This is an optimization exercise on Yosys and OpenROAD, whose aim is small area, not a production implementation.
Function was checked by simulation only, so behaviour that the tests miss may differ from the original.
Power and IR drop assume default switching activity.

==> flow/design.v (outline; a module is shown in full before it is edited, if it fits) <==
// module Core: 286 lines
// module Virtual_IR: 758 lines
// module vga_time_generator: 83 lines
// module VGA_SHOW_E: 948 lines
// module vga_top: 91 lines
// module vision_top: 100 lines
module vision_top (
	input        clk,
	input        rst_n,
	input        key_0,
	input        key_1,
	input        key_2,
	input        key_3,
	input        key_4,
	input        key_5,
	input        key_6,
	input        key_7,
	input        key_8,
	input        key_9,
	input        key_A,
	input        key_B,
	input        key_reset,
	output       vga_hs,
	output       vga_vs,
	output       vga_de,
	output [7:0] vga_R,
	output [7:0] vga_G,
	output [7:0] vga_B,
	output [3:0] id1,
	output [3:0] id2,
	output [3:0] id3,
	output [3:0] id4,
	output [3:0] vision_size,
	output       vision_done,
	output       astigmatism_result,
	output       color_test_result,
	output       result_ready
);
  // ...
==> flow/run.sh <==
#!/bin/bash
# synth_recipe.tcl (not shown) runs the flow's synth.tcl, then flattens the netlist and writes it again
# the make line also repeats each setting of config.mk as NAME=value (left out here)
make -C /OpenROAD-flow-scripts/flow DESIGN_CONFIG=/design/flow/config.mk WORK_HOME=/design/flow/orfs CLKGATE_MAP_FILE= SYNTH_SCRIPT=/design/flow/synth_recipe.tcl finish
==> flow/config.mk <==
export PLATFORM = sky130hd
export DESIGN_NAME = vision_top
export DESIGN_NICKNAME = vision_top
export VERILOG_FILES = /design/flow/design.v
export SDC_FILE = /design/flow/constraint.sdc
export NUM_CORES = 4
export LEC_CHECK = 0
export CAP_MARGIN = 20
export CORE_MARGIN = 2
export CORE_UTILIZATION = 40
export PLACE_DENSITY = 0.6
export SLEW_MARGIN = 20
==> flow/constraint.sdc <==
create_clock -name core_clock -period 10.0 [get_ports {clk}]
set_input_delay 2.0000 -clock core_clock [delete_from_list [all_inputs] [get_ports {clk}]]
set_output_delay 2.0000 -clock core_clock [all_outputs]
set_load 0.01 [all_outputs]
==> results.txt, run 1 <==
outcome timing/DRC/antenna clean; Congestion Overflow GR 0; number of I/O port buffers 65; initial antenna violation count 1; Post-layout nets 2171; Residual DRC 0; mapped cell area 14800 um^2; logic gate share of total power 0.478; #FFs+latches synth 95; Synth Flop Type dfrtp_1; switching part of the total 0.492; Slew headroom 0.208; DR vias/cell 7.00; largest family of logic cells by synthesized area compound AO/OA/AOI/OAI gates; Synth Area in XOR/XNOR 0.0301; Ys Warns 13; NetSw 983 uW; total track usage 0.347; largest class multi-input gates; Worst Skew 0.0125 ns; CP Max Fanout 24; num sequential 95; CORE AREA 36600 um^2; Die Area 38600 um^2; Cell variety after synth 110; Flop pwr share 0.337; n_taps 468; register area share after synthesis 0.161; Syn Area/Cell 6.82 um^2; clock network power 370 uW; most frequent cells in the layout nor2_1, nand2_1, o21ai_0, a21oi_1, nand3_1; Post-Synth Adder-Cell Area 0.0513; Pwr top combinational logic; worst-margin pin slew 1.16 ns; fin. max-slew vios 0
==> module Core, before the edit <==
module Core (
	input	i_clk,
	input	i_rst,
	input  [2:0] user_direction,
	input	reset,
	input  [1:0] Yes_or_no,
	output logic finish,
	output [1:0] random_direction,
	output [3:0] o_size,
	output	done,
	output logic [2:0] state_to_VGA,
	output  astigmatism_result,
	output  color_test_result,
	output logic start_to_send
);
logic [3:0] state_w, state_r;
logic [1:0] random_direction_w, random_direction_r;
logic [1:0] counter_w, counter_r;
logic [3:0] size_w, size_r;
logic done_w, done_r, astigmatism_w, astigmatism_r, color_test_w, color_test_r;
localparam s_user_id = 6;
localparam start = 0;
localparam O = 1;
localparam X = 2;
localparam OO = 3;
localparam XO = 4;
localparam XX = 5;
localparam astigmatism_test = 7;
localparam s_astigmatism_result = 8;
localparam color_test = 9;
localparam final_result = 10;
localparam up = 3'b000;
localparam down = 3'b001;
localparam left = 3'b010;
localparam right = 3'b011;
localparam No_signal = 3'b100;
assign random_direction = random_direction_r;
assign o_size = size_r;
assign done = done_r;
assign astigmatism_result = astigmatism_r;
assign color_test_result = color_test_r;
always_comb begin
	state_w = state_r;
	random_direction_w = random_direction_r;
	size_w = size_r;
	astigmatism_w = astigmatism_r;
	color_test_w = color_test_r;
	case (state_r) 
		s_user_id : begin
			if (Yes_or_no == 2'b10) begin
				state_w = start;
			end
			else begin
				state_w = state_r;
			end
		end
		start : begin
			if (reset == 1) begin
				state_w = state_r;
			end
			else if (user_direction == No_signal) begin
				state_w = state_r;
				random_direction_w = random_direction_r;
			end
			else if (user_direction[1:0] == random_direction_r) begin
				state_w = O;
				random_direction_w = counter_r;
			end	
			else begin
				state_w = X;
				random_direction_w = counter_r;
			end
		end
		O : begin
			if (reset == 1) begin
				state_w = start;
			end
			else if (user_direction == No_signal) begin
				state_w = state_r;
				random_direction_w = random_direction_r;
			end
			else if (user_direction[1:0] == random_direction_r) begin
				state_w = OO;
				size_w = size_r + 1;
				random_direction_w = counter_r;
			end
			else begin
				state_w = X;
				random_direction_w = counter_r;
			end
		end
		X : begin
			if (reset == 1) begin
				state_w = start;
			end
			else if (user_direction == No_signal) begin
				state_w = state_r;
				random_direction_w = random_direction_r;
			end
			else if (user_direction[1:0] == random_direction_r) begin
				state_w = XO;
				random_direction_w = counter_r;
			end
			else begin
				state_w = XX;
				if (size_r != 4'b0000)
					size_w = size_r - 1;
				else
					size_w = size_r;
				random_direction_w = counter_r;
			end
		end
		OO : begin
			if (reset == 1) begin
				state_w = start;
			end
			else if (size_r == 4'b1100) begin
				state_w = XX;
			end
			else if (user_direction == No_signal) begin
				state_w = state_r;
				random_direction_w = random_direction_r;
			end
			else if (user_direction[1:0] == random_direction_r) begin
				state_w = O;
				random_direction_w = counter_r;
			end
			else begin
				state_w = X;
				random_direction_w = counter_r;
			end
		end
		XO : begin
			if (reset == 1) begin
				state_w = start;
			end
			else if (user_direction == No_signal) begin
				state_w = state_r;
				random_direction_w = random_direction_r;
			end
			else if (user_direction[1:0] == random_direction_r) begin
				state_w = OO;
				size_w = size_r + 1;
				random_direction_w = counter_r;
			end
			else begin
				state_w = XX;
				random_direction_w = counter_r;
				if (size_r != 4'b0000)
					size_w = size_r - 1;
				else
					size_w = size_r;
			end
		end
		XX : begin
			if (reset == 1)
				state_w = start;
			else if (Yes_or_no == 2'b10)
				state_w = astigmatism_test;
			else
				state_w = state_r;
		end
		astigmatism_test : begin
			if (Yes_or_no != 2'b00)
				state_w = s_astigmatism_result;
			else
				state_w = state_r;
		end
		s_astigmatism_result : begin
			if (Yes_or_no != 2'b00)
				state_w = color_test;
			else
				state_w = state_r;
		end
		color_test : begin
			if (Yes_or_no != 2'b00)
				state_w = final_result;
			else
				state_w = state_r;
		end
		final_result : begin
			if (reset == 1)
				state_w = s_user_id;
			else
				state_w = state_r;
		end
	endcase
	finish = 0;
	if (counter_r == 2'b11)
		counter_w = 0;
	else
		counter_w = counter_r + 1;
	if (state_r == s_user_id) begin
		done_w = done_r;
		state_to_VGA = 3'b000;
		astigmatism_w = 0;
		start_to_send = 0;
		color_test_w = 0;
	end
	else if (state_r == start) begin
		size_w = 4'b0000;
		done_w = 0;
		state_to_VGA = 3'b001;
		start_to_send = 0;
	end
	else if (state_r == O) begin
		done_w = done_r;
		state_to_VGA = 3'b001;
		start_to_send = 0;
	end
	else if (state_r == X) begin
		done_w = done_r;
		state_to_VGA = 3'b001;
		start_to_send = 0;
	end
	else if (state_r == OO) begin
		start_to_send = 0;
		state_to_VGA = 3'b001;
		if (size_r == 4'b1100) begin
			done_w = 1;
		end
		else begin
			done_w = done_r;
		end
	end
	else if (state_r == XO) begin
		start_to_send = 0;
		done_w = done_r;
		state_to_VGA = 3'b001;
	end
	else if (state_r == XX) begin
		start_to_send = 0;
		state_to_VGA = 3'b001;
		done_w = 1;
	end
	else if (state_r == astigmatism_test) begin
		state_to_VGA = 3'b010;
		start_to_send = 0;
		done_w = done_r;
		if (Yes_or_no == 2'b10) 
			astigmatism_w = 1;
		else
			astigmatism_w = 0;
	end
	else if (state_r == s_astigmatism_result)begin
		state_to_VGA = 3'b011;
		start_to_send = 0;
		done_w = done_r;
	end
	else if (state_r == color_test)begin
		state_to_VGA = 3'b100;
		start_to_send = 0;
		done_w = done_r;
		if (Yes_or_no == 2'b10)
			color_test_w = 1;
		else
			color_test_w = 0;
	end
	else begin
		state_to_VGA = 3'b101;
		finish = 1;
		start_to_send = 1;
		done_w = done_r;
	end
end
always_ff @(posedge i_clk or negedge i_rst) begin
	if (!i_rst) begin
		state_r <= s_user_id;
		random_direction_r <= 2'b00;
		size_r <= 4'b0000;
		counter_r <= 2'b00;
		done_r <= 0;
		astigmatism_r <= 0;
		color_test_r <= 0;
	end
	else begin
		state_r <= state_w;
		random_direction_r <= random_direction_w;
		size_r <= size_w;
		counter_r <= counter_w;
		done_r <= done_w;
		astigmatism_r <= astigmatism_w;
		color_test_r <= color_test_w;
	end
end
endmodule
==> module vga_time_generator, before the edit <==
module vga_time_generator(
input       pixel_clk,
input       i_rst,
input [11:0]h_disp,
input [11:0]h_fporch,
input [11:0]h_sync,   
input [11:0]h_bporch,
input [11:0]v_disp,
input [11:0]v_fporch,
input [11:0]v_sync,   
input [11:0]v_bporch,
output     vga_hs,
output     vga_vs,
output     vga_blank,
output  reg[11:0]CounterY,
output  reg[11:0]CounterX
);
wire [11:0]h_total;
assign h_total = h_disp+h_fporch+h_sync+h_bporch;	
reg [11:0]h_counter;
reg VGA_HS_o;
reg VGA_BLANK_HS_o;
reg VGA_HS_n;
reg VGA_BLANK_HS_n;
always @(posedge pixel_clk or negedge i_rst)begin
if (!i_rst) h_counter <= 0;
else if (h_counter  < (h_total-1) ) h_counter <= h_counter+1;
else h_counter <= 0;
end
always @(*)begin
{VGA_BLANK_HS_n,VGA_HS_n}={VGA_BLANK_HS_o,VGA_HS_o};
case(h_counter)
                        0:{VGA_BLANK_HS_n,VGA_HS_n}=2'b01;
                 h_fporch:{VGA_BLANK_HS_n,VGA_HS_n}=2'b00;
          h_fporch+h_sync:{VGA_BLANK_HS_n,VGA_HS_n}=2'b01;
 h_fporch+h_sync+h_bporch:{VGA_BLANK_HS_n,VGA_HS_n}=2'b11;
endcase
end
always @(posedge pixel_clk or negedge i_rst)begin
if (!i_rst) {VGA_BLANK_HS_o,VGA_HS_o} <= 2'b01;
else {VGA_BLANK_HS_o,VGA_HS_o} <= {VGA_BLANK_HS_n,VGA_HS_n};
end
wire hs_rise;
assign hs_rise = ~VGA_HS_o & VGA_HS_n;
wire [11:0]v_total;
assign v_total = v_disp+v_fporch+v_sync+v_bporch;
reg [11:0]v_counter;
reg VGA_VS_o;
reg VGA_BLANK_VS_o;
always @(posedge pixel_clk or negedge i_rst)begin
if (!i_rst) v_counter <= 0;
else if (hs_rise) begin
if (v_counter < (v_total-1)) v_counter <= v_counter+1; 
else v_counter <= 0;
end
end
always @(posedge pixel_clk or negedge i_rst)begin
if (!i_rst) {VGA_BLANK_VS_o,VGA_VS_o} <= 2'b01;
else if (hs_rise) begin
case(v_counter)
                        0:{VGA_BLANK_VS_o,VGA_VS_o} <= 2'b01;
                 v_fporch:{VGA_BLANK_VS_o,VGA_VS_o} <= 2'b00;
          v_fporch+v_sync:{VGA_BLANK_VS_o,VGA_VS_o} <= 2'b01;
 v_fporch+v_sync+v_bporch:{VGA_BLANK_VS_o,VGA_VS_o} <= 2'b11;
endcase
end
end
assign vga_hs=VGA_HS_o;
assign vga_vs=VGA_VS_o;
assign vga_blank=VGA_BLANK_VS_o & VGA_BLANK_HS_o;
always @(posedge pixel_clk or negedge i_rst)begin
if (!i_rst) CounterX <= 0;
else if(!VGA_BLANK_HS_o)CounterX <= 0;
else CounterX <= CounterX+1;
end
always @(posedge pixel_clk or negedge i_rst)begin
if (!i_rst) CounterY <= 0;
else if (hs_rise) begin
if(!VGA_BLANK_VS_o)CounterY <= 0;
else CounterY <= CounterY+1;
end
end
endmodule
==> module vga_top, before the edit <==
module vga_top(
	input i_clk,
	input i_rst,
	input [3:0] i_size,
	input [1:0]	i_direction,
	input i_done,					 
	input [3:0] ID1,
	input [3:0] ID2,
	input [3:0] ID3,
	input [3:0] ID4,
	input [2:0] state_to_vga,
	input astigmatism_or_not,
	input color_test_result,
	output vga_sync,	
	output vga_h_sync,
	output vga_v_sync,
	output inDisplayArea,	
	output [7:0] vga_R,				 
	output [7:0] vga_G, 				
	output [7:0] vga_B
);
	logic [11:0] CounterX;
	logic [11:0] CounterY;
	logic pixel_show;
	logic [7:0] vga_R_buffer_w, vga_R_buffer_r, vga_G_buffer_w, vga_G_buffer_r, vga_B_buffer_w, vga_B_buffer_r;
	assign  vga_sync=1;	
	assign	vga_R = vga_R_buffer_r;
	assign	vga_G = vga_G_buffer_r;
	assign	vga_B = vga_B_buffer_r;
always_comb begin
	vga_R_buffer_w = vga_R_buffer_r;
	vga_G_buffer_w = vga_G_buffer_r;
	vga_B_buffer_w = vga_B_buffer_r;
	if(pixel_show && inDisplayArea) begin
		vga_R_buffer_w = 255;
		vga_B_buffer_w = 255;
		vga_G_buffer_w = 255;
	end
	else begin
		vga_R_buffer_w = 0;
		vga_B_buffer_w = 0;
		vga_G_buffer_w = 0;		
	end
end
	vga_time_generator vga0(
		.pixel_clk(i_clk),
		.i_rst    (i_rst),
		.h_disp   (640),
		.h_fporch (16),
		.h_sync   (96), 
		.h_bporch (48),
		.v_disp   (480),
		.v_fporch (10),
		.v_sync   (2),
		.v_bporch (33),
		.vga_hs   (vga_h_sync),
		.vga_vs   (vga_v_sync),
		.vga_blank(inDisplayArea),
		.CounterY(CounterY),
		.CounterX(CounterX) 
	);
	VGA_SHOW_E vga_show_0(
		.i_clk(i_clk),		
		.i_rst(i_rst),   				
		.x(CounterX),
		.y(CounterY),
		.i_size(i_size),
		.i_direction(i_direction),
		.i_done(i_done),
		.i_state(state_to_vga),
		.astigmatism_or_not(astigmatism_or_not),
		.color_test_result(color_test_result),		
		.i_ID_0(ID1),
		.i_ID_1(ID2),
		.i_ID_2(ID3),
		.i_ID_3(ID4),
		.o_e_chart_color(pixel_show) 	
	);
always_ff @(posedge i_clk or negedge i_rst) begin
	if (!i_rst) begin
		vga_R_buffer_r <= 0;
		vga_B_buffer_r <= 0;
		vga_G_buffer_r <= 0;
	end
	else begin
		vga_R_buffer_r <= vga_R_buffer_w;
		vga_B_buffer_r <= vga_B_buffer_w;
		vga_G_buffer_r <= vga_G_buffer_w;
	end
end
endmodule
==> inputs of run 2 (changes only) <==
==> flow/design.v (replaced) <==
module Core (
	input	i_clk,
	input	i_rst,
	input  [2:0] user_direction,
	input	reset,
	input  [1:0] Yes_or_no,
	input  [1:0] i_phase,
	output logic finish,
	output [1:0] random_direction,
	output [3:0] o_size,
	output	done,
	output logic [2:0] state_to_VGA,
	output  astigmatism_result,
	output  color_test_result,
	output logic start_to_send
);
logic [3:0] state_w, state_r;
logic [1:0] random_direction_w, random_direction_r;
logic [1:0] counter_r;
assign counter_r = i_phase;
logic [3:0] size_w, size_r;
logic done_w, done_r, astigmatism_w, astigmatism_r, color_test_w, color_test_r;
localparam s_user_id = 6;
localparam start = 0;
localparam O = 1;
localparam X = 2;
localparam OO = 3;
localparam XO = 4;
localparam XX = 5;
localparam astigmatism_test = 7;
localparam s_astigmatism_result = 8;
localparam color_test = 9;
localparam final_result = 10;
localparam up = 3'b000;
localparam down = 3'b001;
localparam left = 3'b010;
localparam right = 3'b011;
localparam No_signal = 3'b100;
assign random_direction = random_direction_r;
assign o_size = size_r;
assign done = done_r;
assign astigmatism_result = astigmatism_r;
assign color_test_result = color_test_r;
always_comb begin
	state_w = state_r;
	random_direction_w = random_direction_r;
	size_w = size_r;
	astigmatism_w = astigmatism_r;
	color_test_w = color_test_r;
	case (state_r) 
		s_user_id : begin
			if (Yes_or_no == 2'b10) begin
				state_w = start;
			end
			else begin
				state_w = state_r;
			end
		end
		start : begin
			if (reset == 1) begin
				state_w = state_r;
			end
			else if (user_direction == No_signal) begin
				state_w = state_r;
				random_direction_w = random_direction_r;
			end
			else if (user_direction[1:0] == random_direction_r) begin
				state_w = O;
				random_direction_w = counter_r;
			end	
			else begin
				state_w = X;
				random_direction_w = counter_r;
			end
		end
		O : begin
			if (reset == 1) begin
				state_w = start;
			end
			else if (user_direction == No_signal) begin
				state_w = state_r;
				random_direction_w = random_direction_r;
			end
			else if (user_direction[1:0] == random_direction_r) begin
				state_w = OO;
				size_w = size_r + 1;
				random_direction_w = counter_r;
			end
			else begin
				state_w = X;
				random_direction_w = counter_r;
			end
		end
		X : begin
			if (reset == 1) begin
				state_w = start;
			end
			else if (user_direction == No_signal) begin
				state_w = state_r;
				random_direction_w = random_direction_r;
			end
			else if (user_direction[1:0] == random_direction_r) begin
				state_w = XO;
				random_direction_w = counter_r;
			end
			else begin
				state_w = XX;
				if (size_r != 4'b0000)
					size_w = size_r - 1;
				else
					size_w = size_r;
				random_direction_w = counter_r;
			end
		end
		OO : begin
			if (reset == 1) begin
				state_w = start;
			end
			else if (size_r == 4'b1100) begin
				state_w = XX;
			end
			else if (user_direction == No_signal) begin
				state_w = state_r;
				random_direction_w = random_direction_r;
			end
			else if (user_direction[1:0] == random_direction_r) begin
				state_w = O;
				random_direction_w = counter_r;
			end
			else begin
				state_w = X;
				random_direction_w = counter_r;
			end
		end
		XO : begin
			if (reset == 1) begin
				state_w = start;
			end
			else if (user_direction == No_signal) begin
				state_w = state_r;
				random_direction_w = random_direction_r;
			end
			else if (user_direction[1:0] == random_direction_r) begin
				state_w = OO;
				size_w = size_r + 1;
				random_direction_w = counter_r;
			end
			else begin
				state_w = XX;
				random_direction_w = counter_r;
				if (size_r != 4'b0000)
					size_w = size_r - 1;
				else
					size_w = size_r;
			end
		end
		XX : begin
			if (reset == 1)
				state_w = start;
			else if (Yes_or_no == 2'b10)
				state_w = astigmatism_test;
			else
				state_w = state_r;
		end
		astigmatism_test : begin
			if (Yes_or_no != 2'b00)
				state_w = s_astigmatism_result;
			else
				state_w = state_r;
		end
		s_astigmatism_result : begin
			if (Yes_or_no != 2'b00)
				state_w = color_test;
			else
				state_w = state_r;
		end
		color_test : begin
			if (Yes_or_no != 2'b00)
				state_w = final_result;
			else
				state_w = state_r;
		end
		final_result : begin
			if (reset == 1)
				state_w = s_user_id;
			else
				state_w = state_r;
		end
	endcase
	finish = 0;
	if (state_r == s_user_id) begin
		done_w = done_r;
		state_to_VGA = 3'b000;
		astigmatism_w = 0;
		start_to_send = 0;
		color_test_w = 0;
	end
	else if (state_r == start) begin
		size_w = 4'b0000;
		done_w = 0;
		state_to_VGA = 3'b001;
		start_to_send = 0;
	end
	else if (state_r == O) begin
		done_w = done_r;
		state_to_VGA = 3'b001;
		start_to_send = 0;
	end
	else if (state_r == X) begin
		done_w = done_r;
		state_to_VGA = 3'b001;
		start_to_send = 0;
	end
	else if (state_r == OO) begin
		start_to_send = 0;
		state_to_VGA = 3'b001;
		if (size_r == 4'b1100) begin
			done_w = 1;
		end
		else begin
			done_w = done_r;
		end
	end
	else if (state_r == XO) begin
		start_to_send = 0;
		done_w = done_r;
		state_to_VGA = 3'b001;
	end
	else if (state_r == XX) begin
		start_to_send = 0;
		state_to_VGA = 3'b001;
		done_w = 1;
	end
	else if (state_r == astigmatism_test) begin
		state_to_VGA = 3'b010;
		start_to_send = 0;
		done_w = done_r;
		if (Yes_or_no == 2'b10) 
			astigmatism_w = 1;
		else
			astigmatism_w = 0;
	end
	else if (state_r == s_astigmatism_result)begin
		state_to_VGA = 3'b011;
		start_to_send = 0;
		done_w = done_r;
	end
	else if (state_r == color_test)begin
		state_to_VGA = 3'b100;
		start_to_send = 0;
		done_w = done_r;
		if (Yes_or_no == 2'b10)
			color_test_w = 1;
		else
			color_test_w = 0;
	end
	else begin
		state_to_VGA = 3'b101;
		finish = 1;
		start_to_send = 1;
		done_w = done_r;
	end
end
always_ff @(posedge i_clk or negedge i_rst) begin
	if (!i_rst) begin
		state_r <= s_user_id;
		random_direction_r <= 2'b00;
		size_r <= 4'b0000;
		done_r <= 0;
		astigmatism_r <= 0;
		color_test_r <= 0;
	end
	else begin
		state_r <= state_w;
		random_direction_r <= random_direction_w;
		size_r <= size_w;
		done_r <= done_w;
		astigmatism_r <= astigmatism_w;
		color_test_r <= color_test_w;
	end
end
endmodule
module Virtual_IR (
	input i_clk,
	input i_rst,
	input i_1,
	input i_2,
	input i_3,
	input i_4,
	input i_5,
	input i_6,
	input i_7,
	input i_8,
	input i_9,
	input i_0,
	input i_A,
	input i_B,
	input i_reset_sw,
	input i_finish,
	output o_rst,
	output [2:0] o_direction,
	output [1:0] YesOrNo_to_core,
	output [3:0] o_ID1,
	output [3:0] o_ID2,
	output [3:0] o_ID3,
	output [3:0] o_ID4
);
logic [3:0] state_r, state_w;
logic [2:0] o_direction_r, o_direction_w;
logic       o_rst_r, o_rst_w;
logic [1:0] o_yesno_r, o_yesno_w;
logic [3:0] num1_r, num1_w, num2_r, num2_w, num3_r, num3_w, num4_r, num4_w;
localparam INPUT_ID1   = 0;
localparam INPUT_ID2   = 1;
localparam INPUT_ID3   = 2;
localparam INPUT_ID4   = 3;
localparam WAIT_YES    = 4;
localparam NO_SIGNAL   = 5;
localparam UP          = 6;
localparam DOWN        = 7;
localparam LEFT        = 8;
localparam RIGHT       = 9;
localparam YES         = 10;
localparam NO          = 11;
assign o_direction = o_direction_r;
assign o_rst = o_rst_r;
assign YesOrNo_to_core = o_yesno_r;
assign o_ID1 = num1_r;
assign o_ID2 = num2_r;
assign o_ID3 = num3_r;
assign o_ID4 = num4_r;
always_comb begin
	case(state_r)
		INPUT_ID1: begin
			if(i_1 == 1) begin
				state_w = INPUT_ID2;
				o_direction_w = 3'b100;
				o_rst_w = 0;
				o_yesno_w = 2'b00;
				num1_w = 4'b0001;
				num2_w = 4'b0000;
				num3_w = 4'b0000;
				num4_w = 4'b0000;
			end
			else if(i_2 == 1) begin
				state_w = INPUT_ID2;
				o_direction_w = 3'b100;
				o_rst_w = 0;
				o_yesno_w = 2'b00;
				num1_w = 4'b0010;
				num2_w = 4'b0000;
				num3_w = 4'b0000;
				num4_w = 4'b0000;
			end
			else if(i_3 == 1) begin
				state_w = INPUT_ID2;
				o_direction_w = 3'b100;
				o_rst_w = 0;
				o_yesno_w = 2'b00;
				num1_w = 4'b0011;
				num2_w = 4'b0000;
				num3_w = 4'b0000;
				num4_w = 4'b0000;
			end
			else if(i_4 == 1) begin
				state_w = INPUT_ID2;
				o_direction_w = 3'b100;
				o_rst_w = 0;
				o_yesno_w = 2'b00;
				num1_w = 4'b0100;
				num2_w = 4'b0000;
				num3_w = 4'b0000;
				num4_w = 4'b0000;
			end
			else if(i_5 == 1) begin
				state_w = INPUT_ID2;
				o_direction_w = 3'b100;
				o_rst_w = 0;
				o_yesno_w = 2'b00;
				num1_w = 4'b0101;
				num2_w = 4'b0000;
				num3_w = 4'b0000;
				num4_w = 4'b0000;
			end
			else if(i_6 == 1) begin
				state_w = INPUT_ID2;
				o_direction_w = 3'b100;
				o_rst_w = 0;
				o_yesno_w = 2'b00;
				num1_w = 4'b0110;
				num2_w = 4'b0000;
				num3_w = 4'b0000;
				num4_w = 4'b0000;
			end
			else if(i_7 == 1) begin
				state_w = INPUT_ID2;
				o_direction_w = 3'b100;
				o_rst_w = 0;
				o_yesno_w = 2'b00;
				num1_w = 4'b0111;
				num2_w = 4'b0000;
				num3_w = 4'b0000;
				num4_w = 4'b0000;
			end
			else if(i_8 == 1) begin
				state_w = INPUT_ID2;
				o_direction_w = 3'b100;
				o_rst_w = 0;
				o_yesno_w = 2'b00;
				num1_w = 4'b1000;
				num2_w = 4'b0000;
				num3_w = 4'b0000;
				num4_w = 4'b0000;
			end
			else if(i_9 == 1) begin
				state_w = INPUT_ID2;
				o_direction_w = 3'b100;
				o_rst_w = 0;
				o_yesno_w = 2'b00;
				num1_w = 4'b1001;
				num2_w = 4'b0000;
				num3_w = 4'b0000;
				num4_w = 4'b0000;
			end
			else if(i_0 == 1) begin
				state_w = INPUT_ID2;
				o_direction_w = 3'b100;
				o_rst_w = 0;
				o_yesno_w = 2'b00;
				num1_w = 4'b1010;
				num2_w = 4'b0000;
				num3_w = 4'b0000;
				num4_w = 4'b0000;
			end
			else if(i_reset_sw == 1) begin
				state_w = INPUT_ID1;
				o_direction_w = 3'b100;
				o_rst_w = 1;
				o_yesno_w = 2'b00;
				num1_w = 4'b0000;
				num2_w = 4'b0000;
				num3_w = 4'b0000;
				num4_w = 4'b0000;
			end
			else begin
				state_w = state_r;
				o_direction_w = o_direction_r;
				o_rst_w = 0;
				o_yesno_w = 2'b00;
				num1_w = num1_r;
				num2_w = num2_r;
				num3_w = num3_r;
				num4_w = num4_r;
			end
		end
		INPUT_ID2: begin
			if(i_1 == 1) begin
				state_w = INPUT_ID3;
				o_direction_w = 3'b100;
				o_rst_w = 0;
				o_yesno_w = 2'b00;
				num1_w = num1_r;
				num2_w = 4'b0001;
				num3_w = 4'b0000;
				num4_w = 4'b0000;
			end
			else if(i_2 == 1) begin
				state_w = INPUT_ID3;
				o_direction_w = 3'b100;
				o_rst_w = 0;
				o_yesno_w = 2'b00;
				num1_w = num1_r;
				num2_w = 4'b0010;
				num3_w = 4'b0000;
				num4_w = 4'b0000;
			end
			else if(i_3 == 1) begin
				state_w = INPUT_ID3;
				o_direction_w = 3'b100;
				o_rst_w = 0;
				o_yesno_w = 2'b00;
				num1_w = num1_r;
				num2_w = 4'b0011;
				num3_w = 4'b0000;
				num4_w = 4'b0000;
			end
			else if(i_4 == 1) begin
				state_w = INPUT_ID3;
				o_direction_w = 3'b100;
				o_rst_w = 0;
				o_yesno_w = 2'b00;
				num1_w = num1_r;
				num2_w = 4'b0100;
				num3_w = 4'b0000;
				num4_w = 4'b0000;
			end
			else if(i_5 == 1) begin
				state_w = INPUT_ID3;
				o_direction_w = 3'b100;
				o_rst_w = 0;
				o_yesno_w = 2'b00;
				num1_w = num1_r;
				num2_w = 4'b0101;
				num3_w = 4'b0000;
				num4_w = 4'b0000;
			end
			else if(i_6 == 1) begin
				state_w = INPUT_ID3;
				o_direction_w = 3'b100;
				o_rst_w = 0;
				o_yesno_w = 2'b00;
				num1_w = num1_r;
				num2_w = 4'b0110;
				num3_w = 4'b0000;
				num4_w = 4'b0000;
			end
			else if(i_7 == 1) begin
				state_w = INPUT_ID3;
				o_direction_w = 3'b100;
				o_rst_w = 0;
				o_yesno_w = 2'b00;
				num1_w = num1_r;
				num2_w = 4'b0111;
				num3_w = 4'b0000;
				num4_w = 4'b0000;
			end
			else if(i_8 == 1) begin
				state_w = INPUT_ID3;
				o_direction_w = 3'b100;
				o_rst_w = 0;
				o_yesno_w = 2'b00;
				num1_w = num1_r;
				num2_w = 4'b1000;
				num3_w = 4'b0000;
				num4_w = 4'b0000;
			end
			else if(i_9 == 1) begin
				state_w = INPUT_ID3;
				o_direction_w = 3'b100;
				o_rst_w = 0;
				o_yesno_w = 2'b00;
				num1_w = num1_r;
				num2_w = 4'b1001;
				num3_w = 4'b0000;
				num4_w = 4'b0000;
			end
			else if(i_0 == 1) begin
				state_w = INPUT_ID3;
				o_direction_w = 3'b100;
				o_rst_w = 0;
				o_yesno_w = 2'b00;
				num1_w = num1_r;
				num2_w = 4'b1010;
				num3_w = 4'b0000;
				num4_w = 4'b0000;
			end
			else if(i_reset_sw == 1) begin
				state_w = INPUT_ID1;
				o_direction_w = 3'b100;
				o_rst_w = 1;
				o_yesno_w = 2'b00;
				num1_w = 4'b0000;
				num2_w = 4'b0000;
				num3_w = 4'b0000;
				num4_w = 4'b0000;
			end
			else begin
				state_w = state_r;
				o_direction_w = o_direction_r;
				o_rst_w = 0;
				o_yesno_w = 2'b00;
				num1_w = num1_r;
				num2_w = num2_r;
				num3_w = num3_r;
				num4_w = num4_r;
			end
		end
		INPUT_ID3: begin
			if(i_1 == 1) begin
				state_w = INPUT_ID4;
				o_direction_w = 3'b100;
				o_rst_w = 0;
				o_yesno_w = 2'b00;
				num1_w = num1_r;
				num2_w = num2_r;
				num3_w = 4'b0001;
				num4_w = 4'b0000;
			end
			else if(i_2 == 1) begin
				state_w = INPUT_ID4;
				o_direction_w = 3'b100;
				o_rst_w = 0;
				o_yesno_w = 2'b00;
				num1_w = num1_r;
				num2_w = num2_r;
				num3_w = 4'b0010;
				num4_w = 4'b0000;
			end
			else if(i_3 == 1) begin
				state_w = INPUT_ID4;
				o_direction_w = 3'b100;
				o_rst_w = 0;
				o_yesno_w = 2'b00;
				num1_w = num1_r;
				num2_w = num2_r;
				num3_w = 4'b0011;
				num4_w = 4'b0000;
			end
			else if(i_4 == 1) begin
				state_w = INPUT_ID4;
				o_direction_w = 3'b100;
				o_rst_w = 0;
				o_yesno_w = 2'b00;
				num1_w = num1_r;
				num2_w = num2_r;
				num3_w = 4'b0100;
				num4_w = 4'b0000;
			end
			else if(i_5 == 1) begin
				state_w = INPUT_ID4;
				o_direction_w = 3'b100;
				o_rst_w = 0;
				o_yesno_w = 2'b00;
				num1_w = num1_r;
				num2_w = num2_r;
				num3_w = 4'b0101;
				num4_w = 4'b0000;
			end
			else if(i_6 == 1) begin
				state_w = INPUT_ID4;
				o_direction_w = 3'b100;
				o_rst_w = 0;
				o_yesno_w = 2'b00;
				num1_w = num1_r;
				num2_w = num2_r;
				num3_w = 4'b0110;
				num4_w = 4'b0000;
			end
			else if(i_7 == 1) begin
				state_w = INPUT_ID4;
				o_direction_w = 3'b100;
				o_rst_w = 0;
				o_yesno_w = 2'b00;
				num1_w = num1_r;
				num2_w = num2_r;
				num3_w = 4'b0111;
				num4_w = 4'b0000;
			end
			else if(i_8 == 1) begin
				state_w = INPUT_ID4;
				o_direction_w = 3'b100;
				o_rst_w = 0;
				o_yesno_w = 2'b00;
				num1_w = num1_r;
				num2_w = num2_r;
				num3_w = 4'b1000;
				num4_w = 4'b0000;
			end
			else if(i_9 == 1) begin
				state_w = INPUT_ID4;
				o_direction_w = 3'b100;
				o_rst_w = 0;
				o_yesno_w = 2'b00;
				num1_w = num1_r;
				num2_w = num2_r;
				num3_w = 4'b1001;
				num4_w = 4'b0000;
			end
			else if(i_0 == 1) begin
				state_w = INPUT_ID4;
				o_direction_w = 3'b100;
				o_rst_w = 0;
				o_yesno_w = 2'b00;
				num1_w = num1_r;
				num2_w = num2_r;
				num3_w = 4'b1010;
				num4_w = 4'b0000;
			end
			else if(i_reset_sw == 1) begin
				state_w = INPUT_ID1;
				o_direction_w = 3'b100;
				o_rst_w = 1;
				o_yesno_w = 2'b00;
				num1_w = 4'b0000;
				num2_w = 4'b0000;
				num3_w = 4'b0000;
				num4_w = 4'b0000;
			end
			else begin
				state_w = state_r;
				o_direction_w = o_direction_r;
				o_rst_w = 0;
				o_yesno_w = 2'b00;
				num1_w = num1_r;
				num2_w = num2_r;
				num3_w = num3_r;
				num4_w = num4_r;
			end		
		end
		INPUT_ID4: begin
			if(i_1 == 1) begin
				state_w = WAIT_YES;
				o_direction_w = 3'b100;
				o_rst_w = 0;
				o_yesno_w = 2'b00;
				num1_w = num1_r;
				num2_w = num2_r;
				num3_w = num3_r;
				num4_w = 4'b0001;
			end
			else if(i_2 == 1) begin
				state_w = WAIT_YES;
				o_direction_w = 3'b100;
				o_rst_w = 0;
				o_yesno_w = 2'b00;
				num1_w = num1_r;
				num2_w = num2_r;
				num3_w = num3_r;
				num4_w = 4'b0010;
			end
			else if(i_3 == 1) begin
				state_w = WAIT_YES;
				o_direction_w = 3'b100;
				o_rst_w = 0;
				o_yesno_w = 2'b00;
				num1_w = num1_r;
				num2_w = num2_r;
				num3_w = num3_r;
				num4_w = 4'b0011;
			end
			else if(i_4 == 1) begin
				state_w = WAIT_YES;
				o_direction_w = 3'b100;
				o_rst_w = 0;
				o_yesno_w = 2'b00;
				num1_w = num1_r;
				num2_w = num2_r;
				num3_w = num3_r;
				num4_w = 4'b0100;
			end
			else if(i_5 == 1) begin
				state_w = WAIT_YES;
				o_direction_w = 3'b100;
				o_rst_w = 0;
				o_yesno_w = 2'b00;
				num1_w = num1_r;
				num2_w = num2_r;
				num3_w = num3_r;
				num4_w = 4'b0101;
			end
			else if(i_6 == 1) begin
				state_w = WAIT_YES;
				o_direction_w = 3'b100;
				o_rst_w = 0;
				o_yesno_w = 2'b00;
				num1_w = num1_r;
				num2_w = num2_r;
				num3_w = num3_r;
				num4_w = 4'b0110;
			end
			else if(i_7 == 1) begin
				state_w = WAIT_YES;
				o_direction_w = 3'b100;
				o_rst_w = 0;
				o_yesno_w = 2'b00;
				num1_w = num1_r;
				num2_w = num2_r;
				num3_w = num3_r;
				num4_w = 4'b0111;
			end
			else if(i_8 == 1) begin
				state_w = WAIT_YES;
				o_direction_w = 3'b100;
				o_rst_w = 0;
				o_yesno_w = 2'b00;
				num1_w = num1_r;
				num2_w = num2_r;
				num3_w = num3_r;
				num4_w = 4'b1000;
			end
			else if(i_9 == 1) begin
				state_w = WAIT_YES;
				o_direction_w = 3'b100;
				o_rst_w = 0;
				o_yesno_w = 2'b00;
				num1_w = num1_r;
				num2_w = num2_r;
				num3_w = num3_r;
				num4_w = 4'b1001;
			end
			else if(i_0 == 1) begin
				state_w = WAIT_YES;
				o_direction_w = 3'b100;
				o_rst_w = 0;
				o_yesno_w = 2'b00;
				num1_w = num1_r;
				num2_w = num2_r;
				num3_w = num3_r;
				num4_w = 4'b1010;
			end
			else if(i_reset_sw == 1) begin
				state_w = INPUT_ID1;
				o_direction_w = 3'b100;;
				o_rst_w = 1;
				o_yesno_w = 2'b00;
				num1_w = 4'b0000;
				num2_w = 4'b0000;
				num3_w = 4'b0000;
				num4_w = 4'b0000;
			end
			else begin
				state_w = state_r;
				o_direction_w = o_direction_r;
				o_rst_w = 0;
				o_yesno_w = 2'b00;
				num1_w = num1_r;
				num2_w = num2_r;
				num3_w = num3_r;
				num4_w = num4_r;
			end
		end
		WAIT_YES: begin
			if(i_A == 1) begin
				state_w = NO_SIGNAL;
				o_direction_w = o_direction_r;
				o_rst_w = 0;
				o_yesno_w = 2'b10;
				num1_w = num1_r;
				num2_w = num2_r;
				num3_w = num3_r;
				num4_w = num4_r;
			end
			else if(i_reset_sw == 1) begin
				state_w = INPUT_ID1;
				o_direction_w = o_direction_r;
				o_rst_w = 1;
				o_yesno_w = 2'b00;
				num1_w = 4'b0000;
				num2_w = 4'b0000;
				num3_w = 4'b0000;
				num4_w = 4'b0000;
			end
			else begin
				state_w = state_r;
				o_direction_w = o_direction_r;
				o_rst_w = 0;
				o_yesno_w = 2'b00;
				num1_w = num1_r;
				num2_w = num2_r;
				num3_w = num3_r;
				num4_w = num4_r;
			end
		end
		NO_SIGNAL: begin
			if(i_2 == 1 && i_finish == 0) begin
				state_w = UP;
				o_direction_w = 3'b000;
				o_rst_w = 0;
				o_yesno_w = 2'b00;
				num1_w = num1_r;
				num2_w = num2_r;
				num3_w = num3_r;
				num4_w = num4_r;
			end
			else if(i_8 == 1 && i_finish == 0) begin
				state_w = DOWN;
				o_direction_w = 3'b001;
				o_rst_w = 0;
				o_yesno_w = 2'b00;
				num1_w = num1_r;
				num2_w = num2_r;
				num3_w = num3_r;
				num4_w = num4_r;
			end
			else if(i_4 == 1 && i_finish == 0) begin
				state_w = LEFT;
				o_direction_w = 3'b010;
				o_rst_w = 0;
				o_yesno_w = 2'b00;
				num1_w = num1_r;
				num2_w = num2_r;
				num3_w = num3_r;
				num4_w = num4_r;
			end
			else if(i_6 == 1 && i_finish == 0) begin
				state_w = RIGHT;
				o_direction_w = 3'b011;
				o_rst_w = 0;
				o_yesno_w = 2'b00;
				num1_w = num1_r;
				num2_w = num2_r;
				num3_w = num3_r;
				num4_w = num4_r;
			end
			else if(i_A == 1 && i_finish == 0) begin
				state_w = YES;
				o_direction_w = o_direction_r;
				o_rst_w = 0;
				o_yesno_w = 2'b10;
				num1_w = num1_r;
				num2_w = num2_r;
				num3_w = num3_r;
				num4_w = num4_r;
			end
			else if(i_B == 1 && i_finish == 0) begin
				state_w = NO;
				o_direction_w = o_direction_r;
				o_rst_w = 0;
				o_yesno_w = 2'b01;
				num1_w = num1_r;
				num2_w = num2_r;
				num3_w = num3_r;
				num4_w = num4_r;
			end
			else if(i_reset_sw == 1 && i_finish == 0) begin
				state_w = NO_SIGNAL;
				o_direction_w = 3'b100;
				o_rst_w = 1;
				o_yesno_w = 2'b00;
				num1_w = num1_r;
				num2_w = num2_r;
				num3_w = num3_r;
				num4_w = num4_r;
			end
			else if(i_reset_sw == 1 && i_finish == 1) begin
				state_w = INPUT_ID1;
				o_direction_w = 3'b100;
				o_rst_w = 1;
				o_yesno_w = 2'b00;
				num1_w = 4'b0000;
				num2_w = 4'b0000;
				num3_w = 4'b0000;
				num4_w = 4'b0000;
			end
			else begin
				state_w = state_r;
				o_direction_w = o_direction_r;
				o_rst_w = 0;
				o_yesno_w = 2'b00;
				num1_w = num1_r;
				num2_w = num2_r;
				num3_w = num3_r;
				num4_w = num4_r;
			end
		end
		UP: begin
			state_w = NO_SIGNAL;
			o_direction_w = 3'b100;
			o_rst_w = 0;
			o_yesno_w = 2'b00;
			num1_w = num1_r;
			num2_w = num2_r;
			num3_w = num3_r;
			num4_w = num4_r;
		end
		DOWN:  begin
			state_w = NO_SIGNAL;
			o_direction_w = 3'b100;
			o_rst_w = 0;
			o_yesno_w = 2'b00;
			num1_w = num1_r;
			num2_w = num2_r;
			num3_w = num3_r;
			num4_w = num4_r;
		end
		LEFT:  begin
			state_w = NO_SIGNAL;
			o_direction_w = 3'b100;
			o_rst_w = 0;
			o_yesno_w = 2'b00;
			num1_w = num1_r;
			num2_w = num2_r;
			num3_w = num3_r;
			num4_w = num4_r;
		end
		RIGHT:  begin
			state_w = NO_SIGNAL;
			o_direction_w = 3'b100;
			o_rst_w = 0;
			o_yesno_w = 2'b00;
			num1_w = num1_r;
			num2_w = num2_r;
			num3_w = num3_r;
			num4_w = num4_r;
		end
		YES: begin
			state_w = NO_SIGNAL;
			o_direction_w = 3'b100;
			o_rst_w = 0;
			o_yesno_w = 2'b00;
			num1_w = num1_r;
			num2_w = num2_r;
			num3_w = num3_r;
			num4_w = num4_r;
		end
		NO: begin
			state_w = NO_SIGNAL;
			o_direction_w = 3'b100;
			o_rst_w = 0;
			o_yesno_w = 2'b00;
			num1_w = num1_r;
			num2_w = num2_r;
			num3_w = num3_r;
			num4_w = num4_r;
		end
		default: begin
			state_w = state_r;
			o_direction_w = o_direction_r;
			o_rst_w = o_rst_r;
			o_yesno_w = o_yesno_r;
			num1_w = num1_r;
			num2_w = num2_r;
			num3_w = num3_r;
			num4_w = num4_r;
		end
	endcase
end
always_ff @(posedge i_clk or negedge i_rst) begin
	if (!i_rst) begin
		state_r <= INPUT_ID1;
		o_direction_r <= 3'b100;
		o_rst_r <= 0;
		o_yesno_r <= 1'b00;
		num1_r <= 4'b0000;
		num2_r <= 4'b0000;
		num3_r <= 4'b0000;
		num4_r <= 4'b0000;
	end
	else begin
		state_r <= state_w;
		o_direction_r <= o_direction_w;
		o_rst_r <= o_rst_w;
		o_yesno_r <= o_yesno_w;
		num1_r <= num1_w;
		num2_r <= num2_w;
		num3_r <= num3_w;
		num4_r <= num4_w;
	end
end
endmodule
module vga_time_generator (
	input              pixel_clk,
	input              i_rst,
	output             vga_hs,
	output             vga_vs,
	output             vga_blank,
	output logic [9:0] hx,
	output logic [9:0] vy
);
logic de_v;
wire h_end = hx[9] & hx[8] & (&hx[4:0]);             
wire h_sync = (hx == 10'd39);                        
wire v_end = vy[9] & vy[6] & vy[4] & vy[3];          
wire v_zero = (vy == 10'd555);                       
always_ff @(posedge pixel_clk or negedge i_rst) begin
	if (!i_rst) hx <= 10'd727;
	else if (h_end) hx <= 10'd0;
	else hx <= hx + 10'd1;
end
always_ff @(posedge pixel_clk or negedge i_rst) begin
	if (!i_rst) begin
		vy <= 10'd555;
		de_v <= 1'b0;
	end
	else if (h_sync) begin
		vy <= v_end ? 10'd76 : vy + 10'd1;
		if (v_end) de_v <= 1'b1;
		else if (v_zero) de_v <= 1'b0;
	end
end
assign vga_hs = ~(hx >= 10'd744 || hx <= 10'd39);
assign vga_vs = ~(vy[9] & vy[5] & vy[4] & ~vy[3] & vy[2] & vy[1]);    
assign vga_blank = de_v & (hx >= 10'd88) & (hx <= 10'd727);
endmodule
module VGA_SHOW_E (
	input        i_clk,
	input        i_rst,
	input  [9:0] hx,
	input  [9:0] vy,
	input  [3:0] i_size,
	input  [1:0] i_direction,
	input        i_done,
	input  [2:0] i_state,
	input        astigmatism_or_not,
	input        color_test_result,
	input  [3:0] i_ID_0,
	input  [3:0] i_ID_1,
	input  [3:0] i_ID_2,
	input  [3:0] i_ID_3,
	output       o_e_chart_color
);
wire signed [10:0] dd = {1'b0, hx} - {1'b0, vy};
wire        [10:0] ss = {1'b0, hx} + {1'b0, vy};
logic pix_r, pix_w;
assign o_e_chart_color = pix_r;
logic nz0, nz1, nz2, nz3, valid, sh0, sh1, sh2, sh3;
assign nz0 = |i_ID_0;
assign nz1 = |i_ID_1;
assign nz2 = |i_ID_2;
assign nz3 = |i_ID_3;
assign valid = !((!nz0 && (nz1 || nz2 || nz3)) || (!nz1 && (nz2 || nz3)) || (!nz2 && nz3));
assign sh0 = valid && nz0;
assign sh1 = valid && nz1;
assign sh2 = valid && nz2;
assign sh3 = valid && nz3;
logic in0, in1, in2, in3, xL, xM1, xC, xM2, xR;
assign in0 = ((hx >= ((401) + 88)) && (hx <= ((440) + 88)));
assign in1 = ((hx >= ((451) + 88)) && (hx <= ((490) + 88)));
assign in2 = ((hx >= ((501) + 88)) && (hx <= ((540) + 88)));
assign in3 = ((hx >= ((551) + 88)) && (hx <= ((590) + 88)));
assign xL  = ((hx >= ((401) + 88)) && (hx <= ((406) + 88))) || ((hx >= ((451) + 88)) && (hx <= ((456) + 88))) || ((hx >= ((501) + 88)) && (hx <= ((506) + 88))) || ((hx >= ((551) + 88)) && (hx <= ((556) + 88)));
assign xC  = ((hx >= ((418) + 88)) && (hx <= ((423) + 88))) || ((hx >= ((468) + 88)) && (hx <= ((473) + 88))) || ((hx >= ((518) + 88)) && (hx <= ((523) + 88))) || ((hx >= ((568) + 88)) && (hx <= ((573) + 88)));
assign xR  = ((hx >= ((435) + 88)) && (hx <= ((440) + 88))) || ((hx >= ((485) + 88)) && (hx <= ((490) + 88))) || ((hx >= ((535) + 88)) && (hx <= ((540) + 88))) || ((hx >= ((585) + 88)) && (hx <= ((590) + 88)));
assign xM1 = !xL && !xC && !xR && ((hx <= ((417) + 88)) || ((hx >= ((457) + 88)) && (hx <= ((467) + 88))) || ((hx >= ((507) + 88)) && (hx <= ((517) + 88))) || ((hx >= ((557) + 88)) && (hx <= ((567) + 88))));
assign xM2 = !xL && !xC && !xR && !xM1;
logic yT, yU1, yU2, yM, yL, yB, yUS;
assign yT  = ((vy >= ((201) + 76)) && (vy <= ((206) + 76)));
assign yU1 = ((vy >= ((207) + 76)) && (vy <= ((220) + 76)));
assign yU2 = ((vy >= ((221) + 76)) && (vy <= ((237) + 76)));
assign yM  = ((vy >= ((238) + 76)) && (vy <= ((243) + 76)));
assign yL  = ((vy >= ((244) + 76)) && (vy <= ((274) + 76)));
assign yB  = ((vy >= ((275) + 76)) && (vy <= ((280) + 76)));
assign yUS = ((vy >= ((276) + 76)) && (vy <= ((280) + 76)));
logic [3:0] dsel;
logic dshow, dwhite, id_blk;
always_comb begin
	dsel = in0 ? i_ID_0 : in1 ? i_ID_1 : in2 ? i_ID_2 : i_ID_3;
	dshow = (in0 && sh0) || (in1 && sh1) || (in2 && sh2) || (in3 && sh3);
	case (dsel)
		4'd10: dwhite = (xM1 || xC || xM2) && (yU1 || yU2 || yM || yL);
		4'd1:  dwhite = !xC;
		4'd2:  dwhite = ((yU1 || yU2) && !xR) || (yL && !xL);
		4'd3:  dwhite = (yU1 || yU2 || yL) && !xR;
		4'd4:  dwhite = !(((yU2 || yM || yL || yB) && xC) || ((yT || yU1 || yU2 || yM) && xL) || yM);
		4'd5:  dwhite = ((yU1 || yU2) && !xL) || (yL && !xR);
		4'd6:  dwhite = ((yU1 || yU2) && !xL) || (yL && (xM1 || xC || xM2));
		4'd7:  dwhite = !yT && !xR;
		4'd8:  dwhite = (xM1 || xC || xM2) && (yU1 || yU2 || yL);
		4'd9:  dwhite = (yL && !xR) || ((yU1 || yU2) && (xM1 || xC || xM2));
		default: dwhite = 1'b1;
	endcase
	id_blk = ((vy >= ((201) + 76)) && (vy <= ((280) + 76))) && (in0 || in1 || in2 || in3) && (dshow ? !dwhite : yUS);
end
logic uid_blk;
always_comb begin
	uid_blk =
		(((((hx >= ((51) + 88)) && (hx <= ((56) + 88))) || ((hx >= ((85) + 88)) && (hx <= ((90) + 88)))) && ((vy >= ((201) + 76)) && (vy <= ((274) + 76)))) || (((vy >= ((274) + 76)) && (vy <= ((280) + 76))) && ((hx >= ((51) + 88)) && (hx <= ((90) + 88))))) ||
		(((hx >= ((101) + 88)) && (hx <= ((140) + 88))) && ((vy >= ((201) + 76)) && (vy <= ((280) + 76))) && !(((hx >= ((106) + 88)) && ((vy >= ((207) + 76)) && (vy <= ((237) + 76)))) || ((hx <= ((134) + 88)) && ((vy >= ((244) + 76)) && (vy <= ((273) + 76)))))) ||
		(((hx >= ((151) + 88)) && (hx <= ((190) + 88))) && ((vy >= ((201) + 76)) && (vy <= ((280) + 76))) && !((hx >= ((156) + 88)) && (((vy >= ((207) + 76)) && (vy <= ((237) + 76))) || ((vy >= ((244) + 76)) && (vy <= ((273) + 76)))))) ||
		(((hx >= ((201) + 88)) && (hx <= ((206) + 88))) && ((vy >= ((201) + 76)) && (vy <= ((280) + 76)))) ||
		(((hx >= ((207) + 88)) && (hx <= ((240) + 88))) && ((vy >= ((201) + 76)) && (vy <= ((243) + 76))) && !((hx <= ((234) + 88)) && ((vy >= ((207) + 76)) && (vy <= ((237) + 76))))) ||
		(((hx >= ((207) + 88)) && (hx <= ((240) + 88))) && ((vy >= ((244) + 76)) && (vy <= ((280) + 76))) && ((dd >= ((-43) + 12)) && (dd <= ((-35) + 12)))) ||
		(((hx >= ((261) + 88)) && (hx <= ((300) + 88))) && (((vy >= ((201) + 76)) && (vy <= ((207) + 76))) || ((vy >= ((274) + 76)) && (vy <= ((280) + 76))))) ||
		(((hx >= ((277) + 88)) && (hx <= ((283) + 88))) && ((vy >= ((208) + 76)) && (vy <= ((273) + 76)))) ||
		(((hx >= ((344) + 88)) && (hx <= ((350) + 88))) && ((vy >= ((201) + 76)) && (vy <= ((280) + 76)))) ||
		(((vy >= ((237) + 76)) && (vy <= ((280) + 76))) && ((hx >= ((311) + 88)) && (hx <= ((344) + 88))) && !(((vy >= ((243) + 76)) && (vy <= ((274) + 76))) && (hx >= ((317) + 88)))) ||
		(((hx >= ((372) + 88)) && (hx <= ((378) + 88))) && (((vy >= ((218) + 76)) && (vy <= ((224) + 76))) || ((vy >= ((256) + 76)) && (vy <= ((262) + 76))))) ||
		id_blk;
end
logic rA, rB, rC, rD, rE;
assign rA = ((vy >= ((141) + 76)) && (vy <= ((146) + 76)));
assign rB = ((vy >= ((147) + 76)) && (vy <= ((237) + 76)));
assign rC = ((vy >= ((238) + 76)) && (vy <= ((243) + 76)));
assign rD = ((vy >= ((244) + 76)) && (vy <= ((334) + 76)));
assign rE = ((vy >= ((335) + 76)) && (vy <= ((340) + 76)));
logic lfull, l0, l1, lone, rfull, r0, r1, dot;
assign lfull = ((hx >= ((201) + 88)) && (hx <= ((300) + 88)));
assign l0 = ((hx >= ((201) + 88)) && (hx <= ((206) + 88)));
assign l1 = ((hx >= ((295) + 88)) && (hx <= ((300) + 88)));
assign lone = ((hx >= ((245) + 88)) && (hx <= ((250) + 88)));
assign rfull = ((hx >= ((341) + 88)) && (hx <= ((440) + 88)));
assign r0 = ((hx >= ((341) + 88)) && (hx <= ((346) + 88)));
assign r1 = ((hx >= ((435) + 88)) && (hx <= ((440) + 88)));
assign dot = ((hx >= ((317) + 88)) && (hx <= ((322) + 88))) && rE;
logic [6:0] seg;    
always_comb begin
	case (i_size)
		4'd0:  seg = 7'b0000000;    
		4'd1:  seg = 7'b1011101;
		4'd2:  seg = 7'b1101101;
		4'd3:  seg = 7'b0101110;
		4'd4:  seg = 7'b1101011;
		4'd5:  seg = 7'b1111011;
		4'd6:  seg = 7'b0100101;
		4'd7:  seg = 7'b1111111;
		4'd8:  seg = 7'b1101111;
		4'd9:  seg = 7'b1110111;
		4'd10: seg = 7'b1011101;
		4'd11: seg = 7'b1101011;
		default: seg = 7'b1110111;
	endcase
end
logic res_blk, left_blk, right_blk;
always_comb begin
	right_blk = (rfull && rA && seg[0]) || (r0 && rB && seg[1]) || (r1 && rB && seg[2]) ||
	            (rfull && rC && seg[3]) || (r0 && rD && seg[4]) || (r1 && rD && seg[5]) ||
	            (rfull && rE && seg[6]);
	if (i_size == 4'd12)
		left_blk = (lfull && (rA || rC || rE)) || (l1 && rB) || (l0 && rD);
	else if (i_size >= 4'd9)
		left_blk = lone && (rB || rD);
	else
		left_blk = lfull && (rA || rE || ((rB || rD) && (l0 || l1)));
	res_blk = right_blk || left_blk || dot || ((i_size == 4'd0) && ((hx >= ((385) + 88)) && (hx <= ((390) + 88))) && (rB || rD));
end
logic [6:0] w, su, sd, iv;
always_comb begin
	case (i_size)
		4'd0:  begin w = 120; su = 24; sd = 24; iv = 24; end
		4'd1:  begin w = 60;  su = 12; sd = 12; iv = 12; end
		4'd2:  begin w = 40;  su = 8;  sd = 8;  iv = 8;  end
		4'd3:  begin w = 30;  su = 6;  sd = 6;  iv = 6;  end
		4'd4:  begin w = 24;  su = 5;  sd = 5;  iv = 5;  end
		4'd5:  begin w = 20;  su = 4;  sd = 4;  iv = 4;  end
		4'd6:  begin w = 17;  su = 3;  sd = 3;  iv = 4;  end
		4'd7:  begin w = 15;  su = 3;  sd = 3;  iv = 3;  end
		4'd8:  begin w = 13;  su = 3;  sd = 3;  iv = 2;  end
		4'd9:  begin w = 12;  su = 2;  sd = 2;  iv = 3;  end
		4'd10: begin w = 10;  su = 2;  sd = 2;  iv = 2;  end
		4'd11: begin w = 8;   su = 2;  sd = 2;  iv = 1;  end
		default: begin w = 6; su = 1;  sd = 1;  iv = 1;  end
	endcase
end
logic [6:0] dx, dy, sa, eb;
logic inbox, e_lit;
always_comb begin
	dx = hx[6:0];
	dy = vy[6:0];
	inbox = (hx[9:7] == 3'b001) && (vy[9:7] == 3'b010) && (dx <= w) && (dy <= w);
	sa = i_direction[1] ? dy : dx;    
	eb = i_direction[1] ? dx : dy;    
	e_lit = ((sa >= su && sa <= su + iv) || (sa >= w - sd - iv && sa <= w - sd)) &&
	        (i_direction[0] ? (eb >= su) : (eb <= w - su));
end
logic ast_blk;
assign ast_blk =
	((((hx >= ((312) + 88)) && (hx <= ((314) + 88))) || ((hx >= ((318) + 88)) && (hx <= ((320) + 88))) || ((hx >= ((324) + 88)) && (hx <= ((326) + 88)))) && ((vy >= ((282) + 76)) || (vy <= ((198) + 76)))) ||
	((((vy >= ((232) + 76)) && (vy <= ((235) + 76))) || ((vy >= ((239) + 76)) && (vy <= ((242) + 76))) || ((vy >= ((246) + 76)) && (vy <= ((249) + 76)))) && ((hx >= ((355) + 88)) || (hx <= ((285) + 88)))) ||
	((dd >= ((68) + 12)) && (dd <= ((72) + 12))) || ((dd >= ((78) + 12)) && (dd <= ((82) + 12))) || ((dd >= ((88) + 12)) && (dd <= ((92) + 12))) ||
	((ss >= ((548) + 164)) && (ss <= ((552) + 164))) || ((ss >= ((558) + 164)) && (ss <= ((562) + 164))) || ((ss >= ((568) + 164)) && (ss <= ((572) + 164)));
logic yn_sel, yn_blk;
always_comb begin
	yn_sel = i_state[2] ? color_test_result : astigmatism_or_not;
	if (!yn_sel)
		yn_blk = ((hx >= ((280) + 88)) && (hx <= ((360) + 88))) && ((vy >= ((185) + 76)) && (vy <= ((295) + 76))) &&
		         (((hx >= ((320) + 88)) && (vy <= ((225) + 76)) && ((ss >= ((538) + 164)) && (ss <= ((548) + 164)))) ||
		          ((hx <= ((320) + 88)) && (vy <= ((225) + 76)) && ((dd >= ((88) + 12)) && (dd <= ((98) + 12)))) ||
		          (((hx >= ((317) + 88)) && (hx <= ((323) + 88))) && (vy >= ((225) + 76))));
	else
		yn_blk = ((hx >= ((265) + 88)) && (hx <= ((375) + 88))) && ((vy >= ((186) + 76)) && (vy <= ((294) + 76))) &&
		         ((hx <= ((272) + 88)) || (hx >= ((368) + 88)) || ((dd >= ((74) + 12)) && (dd <= ((86) + 12))));
end
always_comb begin
	case (i_state)
		3'd0: pix_w = !uid_blk;
		3'd1: pix_w = (i_size > 4'd12) ? 1'b0 : i_done ? !res_blk : (!inbox || e_lit);
		3'd2: pix_w = !ast_blk;
		3'd3: pix_w = !yn_blk;
		3'd5: pix_w = !yn_blk;
		default: pix_w = 1'b0;
	endcase
end
always_ff @(posedge i_clk or negedge i_rst) begin
	if (!i_rst) pix_r <= 1'b1;
	else pix_r <= pix_w;
end
endmodule
module vga_top (
	input        i_clk,
	input        i_rst,
	input  [3:0] i_size,
	input  [1:0] i_direction,
	input        i_done,
	input  [3:0] ID1,
	input  [3:0] ID2,
	input  [3:0] ID3,
	input  [3:0] ID4,
	input  [2:0] state_to_vga,
	input        astigmatism_or_not,
	input        color_test_result,
	output [1:0] phase,
	output       vga_h_sync,
	output       vga_v_sync,
	output       inDisplayArea,
	output [7:0] vga_R,
	output [7:0] vga_G,
	output [7:0] vga_B
);
	logic [9:0] hx, vy;
	logic pixel_show, pix_q;
	assign phase = {hx[1] ^ hx[0], ~hx[0]};
	vga_time_generator vga0 (
		.pixel_clk (i_clk),
		.i_rst     (i_rst),
		.vga_hs    (vga_h_sync),
		.vga_vs    (vga_v_sync),
		.vga_blank (inDisplayArea),
		.hx        (hx),
		.vy        (vy)
	);
	VGA_SHOW_E vga_show_0 (
		.i_clk              (i_clk),
		.i_rst              (i_rst),
		.hx                 (hx),
		.vy                 (vy),
		.i_size             (i_size),
		.i_direction        (i_direction),
		.i_done             (i_done),
		.i_state            (state_to_vga),
		.astigmatism_or_not (astigmatism_or_not),
		.color_test_result  (color_test_result),
		.i_ID_0             (ID1),
		.i_ID_1             (ID2),
		.i_ID_2             (ID3),
		.i_ID_3             (ID4),
		.o_e_chart_color    (pixel_show)
	);
	always_ff @(posedge i_clk or negedge i_rst) begin
		if (!i_rst) pix_q <= 1'b0;
		else pix_q <= pixel_show & inDisplayArea;
	end
	assign vga_R = {8{pix_q}};
	assign vga_G = {8{pix_q}};
	assign vga_B = {8{pix_q}};
endmodule
module vision_top (
	input        clk,
	input        rst_n,
	input        key_0,
	input        key_1,
	input        key_2,
	input        key_3,
	input        key_4,
	input        key_5,
	input        key_6,
	input        key_7,
	input        key_8,
	input        key_9,
	input        key_A,
	input        key_B,
	input        key_reset,
	output       vga_hs,
	output       vga_vs,
	output       vga_de,
	output [7:0] vga_R,
	output [7:0] vga_G,
	output [7:0] vga_B,
	output [3:0] id1,
	output [3:0] id2,
	output [3:0] id3,
	output [3:0] id4,
	output [3:0] vision_size,
	output       vision_done,
	output       astigmatism_result,
	output       color_test_result,
	output       result_ready
);
	logic       ir_rst;
	logic [2:0] ir_direction;
	logic [1:0] ir_yesno;
	logic       core_finish;
	logic [1:0] core_direction;
	logic [2:0] core_state;
	logic [1:0] phase;
	Virtual_IR virtual_ir0 (
		.i_clk           (clk),
		.i_rst           (rst_n),
		.i_1             (key_1),
		.i_2             (key_2),
		.i_3             (key_3),
		.i_4             (key_4),
		.i_5             (key_5),
		.i_6             (key_6),
		.i_7             (key_7),
		.i_8             (key_8),
		.i_9             (key_9),
		.i_0             (key_0),
		.i_A             (key_A),
		.i_B             (key_B),
		.i_reset_sw      (key_reset),
		.i_finish        (core_finish),
		.o_rst           (ir_rst),
		.o_direction     (ir_direction),
		.YesOrNo_to_core (ir_yesno),
		.o_ID1           (id1),
		.o_ID2           (id2),
		.o_ID3           (id3),
		.o_ID4           (id4)
	);
	Core core0 (
		.i_clk              (clk),
		.i_rst              (rst_n),
		.user_direction     (ir_direction),
		.reset              (ir_rst),
		.Yes_or_no          (ir_yesno),
		.i_phase            (phase),
		.finish             (core_finish),
		.random_direction   (core_direction),
		.o_size             (vision_size),
		.done               (vision_done),
		.state_to_VGA       (core_state),
		.astigmatism_result (astigmatism_result),
		.color_test_result  (color_test_result),
		.start_to_send      (result_ready)
	);
	vga_top vga0 (
		.i_clk              (clk),
		.i_rst              (rst_n),
		.i_size             (vision_size),
		.i_direction        (core_direction),
		.i_done             (vision_done),
		.ID1                (id1),
		.ID2                (id2),
		.ID3                (id3),
		.ID4                (id4),
		.state_to_vga       (core_state),
		.astigmatism_or_not (astigmatism_result),
		.color_test_result  (color_test_result),
		.phase              (phase),
		.vga_h_sync         (vga_hs),
		.vga_v_sync         (vga_vs),
		.inDisplayArea      (vga_de),
		.vga_R              (vga_R),
		.vga_G              (vga_G),
		.vga_B              (vga_B)
	);
endmodule
==> results.txt, run 2 <==
outcome timing/DRC/antenna clean; Post-Place Worst Slack 5.01 ns; P_int 549 uW; multi-input logic area 8750 um^2; Post-layout nets 1680 (-23%); layout cells sized above 1 0.0640; Vias 12500; NetSw 305 uW (-69%); Area Overhead vs Synth 8.39%; DR vias/cell 6.45 (-7.8%); share of the synthesized area in the top cell type 0.114; most frequent cells after synthesis nand2_1, o21ai_0, nor2_1; Worst Path Buf+Inv 2; sequential cell area 1570 um^2; slowest CP cell dfrtp_1; leak pwr 4.69 nW; Inserted Clock Buffers 9; CP Max Fanout 23 (-4.2%); switching part of the total 0.357 (-0.135); CTS sink cnt 62; hold buffer count at CTS 0; unrepaired setup endpoints after global routing no; Slew headroom 0.387 (+0.179); total track usage 0.283 (-0.0643); post_cts resized 0; Max Root-Sink Buffers 2; # IOs 66; DPL Wire Length 31100 um; most common cell after layout, fill and taps aside nand2_1; min cycle time layout 5.07 ns; Die Span X 171 um; #FFs+latches synth 62 (-35%); Initial Util 0.404; Final TNS setup 0 ns; Residual DRC 0 (unchanged); antenna cells 0; Crit Path Class register to register; clock root cell clkbuf_16; Worst-path clk slew 0.06 ns; fin. max-slew vios 0 (unchanged); register area share after synthesis 0.141 (-0.0199); CP Launch Type register; vias in the first global route 11800; biggest regs vga0.vga0.hx (10), vga0.vga0.vy (10); chip height 171 um; Cell variety after synth 106 (-3.6%); DR iter-0 viols 1591; CORE AREA 27600 um^2 (-25%); Max Clk Rate 197 MHz; Ys Warns 5 (-8); Flop pwr share 0.351 (+0.014); row cnt 61; worst hold-check path type register to register; Syn Area/Cell 7.03 um^2 (+3.2%); Power Density 70.6 nW/um^2; Die Area 29300 um^2 (-24%); Wirelength per Cell 21.5 um; Final Hold Fails 0; Critical Path RT 10.26 ns; logic gate share of total power 0.258 (-0.220); VDD IR max 109 uV; Fill cells 2869; worst skew pair latency 0.35 ns; Max-Cap Viols 0; cell mode on critical path ha_1; leading area contributor after synthesis ha_1; post-CTS setup buffer count 0; critical path's top delay family adder cells; Post-synth EDFFs 0; final worst slack 4.93 ns; CTS tree done; crit path DAT 5.34 ns; most frequent cells in the layout nand2_1, o21ai_0, nor2_1, a21oi_1, ha_1; Synth Flop Type dfrtp_1; Cells after Synth 1587; worst-margin pin slew 0.920 ns (-0.235 ns); pin count of the biggest net entering global routing 63; routability cong. 1.05; first-pass GRT wire length 65700 um; Clock power frac 0.391; Worst Skew 0.0179 ns (+0.00540 ns); period utilisation layout 0.507; CP max stage delay 0.73 ns; crit-path cells inv_1 > ha_1 > o22ai_1 > ha_1 > inv_1 > fa_1 > xor2_1 > ha_1 > nor2b_1 > o21ai_0 > nand2b_1 > a21oi_1 > nand2_1 > xnor2_1 > ha_1 > a21o_1 > a31oi_1 > o32ai_1 > o211ai_1 > a21oi_1 > or4_1; Final Setup Violations 0; Synth async-reset ratio 1.00; synth top area cells ha_1, dfrtp_1, o21ai_0; number of H-tree levels 3; worst hold margin 0.490 ns; total iterations of the first detailed-routing run 8; WL final 41800 um; number of I/O port buffers 65 (unchanged); Critical Path End Type register; initial antenna violation count 0 (-1); mapped cell area 11200 um^2 (-25%); count leader, synth nand2_1; Routed Antenna Nets 0; Congestion Overflow GR 0 (unchanged)
-- run 2: cell families after synthesis --
kind of cell / after synthesis / share of synthesized area
simple gates: 607 / 0.280
compound gates: 577 / 0.341
buf+inv: 186 / 0.0756
fa+ha+maj: 107 / 0.123
flops: 62 / 0.141
xor+xnor: 34 / 0.0267
mux: 14 / 0.0133
-- run 2: path summary, 6_finish.rpt --
| path | endpoint | slack, ns | depth (start not counted) | startpoint |
|---|---|---|---|---|
| min in group asynchronous | vga0.pix_q | 1.84 | 2 | rst_n |
| worst max register to register | vga0.vga_show_0.pix_r | 4.93 | 21 | core0.size_r[2] |
| worst max-delay path | vga0.vga_show_0.pix_r | 4.93 | 21 | core0.size_r[2] |
| worst min register to register | virtual_ir0.o_direction_r[2] | 0.49 | 2 | virtual_ir0.o_direction_r[2] |
| max in group asynchronous | vga0.vga0.vy[6] | 7.53 | 2 | rst_n |
| worst min-delay path | virtual_ir0.o_direction_r[2] | 0.49 | 2 | virtual_ir0.o_direction_r[2] |
-- run 2: area by class of cell --
cell class / count / area share
sequential: 62 / 0.130
multi-input combinational: 1339 / 0.723
tap: 378 / 0.0391
inverter: 67 / 0.0208
timing repair buffer: 79 / 0.0621
clock buffer: 9 / 0.0186
clock inverter: 7 / 0.00652
-- run 2: power by group through the flow --
stage | clock network, mW | registers [mW] | logic [mW]
after floorplan | 0 | 0.278 | 0.175
after global placement | 0 | 0.304 | 0.216
after detailed placement | 0 | 0.304 | 0.218
after CTS | 0.341 | 0.300 | 0.219
after global routing | 0.350 | 0.305 | 0.251
final | 0.334 | 0.300 | 0.221
-- run 2: worst min-delay path, cell delays in order (launching register included) --
cell	delay, ns
dfstp_2	0.36
inv_1	0.07
a32oi_1	0.06
-- run 2: through the flow --
step                       util  instance area (um^2)  power (mW)  std cells
after floorplan               -                 11200       0.453       1587
after global placement    0.427                 11800       0.520       1925
after detailed placement  0.427                 11800       0.522       1925
after CTS                 0.438                 12100       0.860       1941
after global routing      0.438                 12100       0.906       1941
final                     0.438                 12100       0.855       1941
-- run 2: per-layer routing --
layer	track usage	part of all wire	routed length [um]
met1	0.382	0.43	17900
met2	0.447	0.45	18600
met3	0.0423	0.082	3440
met4	0.126	0.044	1860
met5	0	0	0

[what the ideal ports hide]
The results above use ideal ports. As a check the final layouts listed here were re-extracted and re-timed, cells and wires unchanged. Step 1 (the two cells are an assumption about what drives the block):
set clk [get_ports {clk}]
set_driving_cell -lib_cell sky130_fd_sc_hd__clkbuf_16 $clk
set_driving_cell -lib_cell sky130_fd_sc_hd__buf_2 [delete_from_list [all_inputs] $clk]
Step 2 also shifts input and output timing later by t, the mid clock arrival at the registers, as if the neighbouring blocks saw the same clock. Slacks: ideal / step 1 / step 2; pairs: ideal / step 1.
run	shift t [ns]	setup WS [ns]	worst register clock-pin slew, ns	worst data-port slew with drivers (ns)
run 1	0.439	5.174 / 5.174 / 5.174	0.08 / 0.08	0.04
run 2	0.392	4.926 / 4.926 / 4.926	0.07 / 0.07	0.03
After both steps every run listed still meets setup and hold.
